This design comes from an exercise in tuning for small area on the open sky130 flow, not from production work.
In this exercise RTL edits were held to simulation tests only and were not proved equivalent to the original.
Power figures rest on the tool's default switching activity, not on a simulated workload.

## rev 12
==> flow/design.v (excerpt) <==
module aib_rx_bert #(
parameter [0:0] BERT_BUF_MODE_EN = 1   
)
(
input         clk,
input         rstn,
input [  3:0] rx_rst_pulse,
input [  3:0] rx_start_pulse,
input [  3:0] seed_in_en,
input [  5:0] chk3_lane_sel_ff,
input [  5:0] chk2_lane_sel_ff,
input [  5:0] chk1_lane_sel_ff,
input [  5:0] chk0_lane_sel_ff,
input [  2:0] chk3_ptrn_sel_ff,
input [  2:0] chk2_ptrn_sel_ff,
input [  2:0] chk1_ptrn_sel_ff,
input [  2:0] chk0_ptrn_sel_ff,
input [319:0] rx_bert_data_i,
input         sdr_mode,
input   [1:0] r_fifo_mode,
input         m_gen2_mode,
output reg [ 48:0] rbert_bit_cnt_ff,
output     [ 15:0] biterr_cnt_chk3,
output     [ 15:0] biterr_cnt_chk2,
output     [ 15:0] biterr_cnt_chk1,
output     [ 15:0] biterr_cnt_chk0,
output     [127:0] rx_bert3_data,
output     [127:0] rx_bert2_data,
output     [127:0] rx_bert1_data,
output     [127:0] rx_bert0_data,
output     [  3:0] rbert_running_ff
);
Size: roughly 4,500 cells after synthesis, about 0.064 mm2 of cells after synthesis.
==> flow/config.mk <==
export PLATFORM = sky130hd
export DESIGN_NAME = aib_rx_bert
export DESIGN_NICKNAME = aib_rx_bert
export VERILOG_FILES = /design/flow/design.v
export SDC_FILE = /design/flow/constraint.sdc
export NUM_CORES = 4
export LEC_CHECK = 0
export CAP_MARGIN = 20
export CORE_MARGIN = 2
export CORE_UTILIZATION = 70
export SLEW_MARGIN = 20
export SYNTH_HIERARCHICAL = 1
export SYNTH_MINIMUM_KEEP_SIZE = 0
==> flow/constraint.sdc <==
create_clock -name core_clock -period 7.5 [get_ports {clk}]
set_input_delay 1.5000 -clock core_clock [delete_from_list [all_inputs] [get_ports {clk}]]
set_output_delay 1.5000 -clock core_clock [all_outputs]
set_load 0.01 [all_outputs]
standard.sh (not shown) runs the stock make flow with config.mk's settings and CLKGATE_MAP_FILE= SYNTH_SCRIPT=/design/flow/synth_recipe.tcl, a recipe that flattens the netlist after the stock synthesis.
==> flow/flow/run.sh <==
#!/bin/bash
# Standard layout, except: the port buffers use the smallest buffer cell, and
# the clock tree uses clkbuf_4 buffers without dummy loads.
set -o pipefail
bash standard.sh \
  "BUFFER_PORTS_ARGS=-buffer_cell sky130_fd_sc_hd__buf_1" \
  "CTS_ARGS=-sink_clustering_enable -repair_clock_nets -buf_list sky130_fd_sc_hd__clkbuf_4 -dont_use_dummy_load" \
  finish > standard.log 2>&1
Rev 12 did not run to completion, as it errored out during 5_1_grt.
Input changes introduced in rev 13 (baseline for comparison: rev 12):
diff --git a/flow/config.mk b/flow/config.mk
--- a/flow/config.mk
+++ b/flow/config.mk
@@ -7,6 +7,6 @@
 export LEC_CHECK = 0
-export CAP_MARGIN = 20
+export CAP_MARGIN = 5
 export CORE_MARGIN = 2
-export CORE_UTILIZATION = 70
-export SLEW_MARGIN = 20
+export CORE_UTILIZATION = 40
+export SLEW_MARGIN = 5
 export SYNTH_HIERARCHICAL = 1
--- outcome ---
Stage in which a tool error killed rev 13: 6_report. Comparing rev 13 and rev 12, the lower post-CTS setup buffer count is on rev 13. Between rev 13 and rev 12, it is rev 13 whose number of CTS-inserted buffers is higher, by 31. Rev 13 vs rev 12: die span in y up by more than a quarter. Rev 12 -> rev 13: post-placement cell area increased slightly. Summary — final weighted congestion in routability-driven placement, rev 13 relative to rev 12: lower, by about 9%. Going from rev 12 to rev 13, number of placed instances with taps included grew by more than 10%. Pre-CTS worst setup slack: higher on rev 13. Relative to rev 12, the chip width of rev 13 is higher by about 30%. Delta (rev 13 minus rev 12): detailed placement HPWL grew by 14 mm; effective utilization at floorplan now sits lower; synthesized cell count stayed essentially flat.

* * *

aib_rx_bert again, from the RTL that the note above started with.
==> flow/config.mk <==
export PLATFORM = sky130hd
export DESIGN_NAME = aib_rx_bert
export DESIGN_NICKNAME = aib_rx_bert
export VERILOG_FILES = /design/flow/design.v
export SDC_FILE = /design/flow/constraint.sdc
export NUM_CORES = 4
export LEC_CHECK = 0
export CAP_MARGIN = 20
export CORE_MARGIN = 2
export CORE_UTILIZATION = 55
export SLEW_MARGIN = 20
export SYNTH_HIERARCHICAL = 1
export SYNTH_MINIMUM_KEEP_SIZE = 0
==> flow/constraint.sdc <==
create_clock -name core_clock -period 7.5 [get_ports {clk}]
set_input_delay 1.5000 -clock core_clock [delete_from_list [all_inputs] [get_ports {clk}]]
set_output_delay 1.5000 -clock core_clock [all_outputs]
set_load 0.01 [all_outputs]
Scripts as last shown in full above: flow/flow/run.sh
Rerun with:
Settings changed: CORE_UTILIZATION 55 to 40.
=> Global-route usage shrinks by 8.8 points. Sequential share of layout area shrinks by 0.40 points. Routed wire length grows by 10%. Non-clock buffer count grows by 5. Combinational power hardly moves. Register-to-register slack gains 0.09 ns.
Rerun with:
Settings changed: CORE_UTILIZATION 40 to 62.
The changed run finished with timing, DRC and antenna clean.
Cell area fell by 1.2%.
Routed wire length fell by 9.1%.
Total power fell by 2.5%.
Hold slack gets better by 0.077 ns.
Via count rose by 2.7%.
Cell count fell by 8.1%.
Worst setup slack gets worse by 0.40 ns.
Global-route usage rose by 15 points.

what the ideal ports hide:
The flow's constraints put no driver on any port. The routed layouts listed below were extracted and timed again, unchanged, in two steps. Step 1 sets driving cells, clkbuf_16 on the clock port and buf_2 on the other inputs (assumed; they add their load-dependent delay and slew). Step 2 moves the port delays by t, midway between the first and last clock arrival at a register: inputs arrive t later, outputs are due t later. That takes back most of the time a late clock gives input paths. a / b / c = no drivers / after step 1 / after step 2; a / b = the first two.
| run | t (ns) | setup slack, ns | latest minus earliest clock arrival (ns) |
|---|---|---|---|
| the first run of note 2 | 1.358 | 0.683 / 0.697 / -0.612 | 0.142 / 0.142 |
| the second run of note 2 | 1.407 | 0.788 / 0.788 / -0.575 | 0.128 / 0.129 |
| the third run of note 2 | 1.298 | 0.388 / 0.407 / -0.847 | 0.173 / 0.172 |
Met with ideal ports but missed after step 2: setup timing in every run listed. The setup slack of the second run of note 2, which loses most, moves by 0.000 ns with the drivers and by -1.363 ns with both steps.
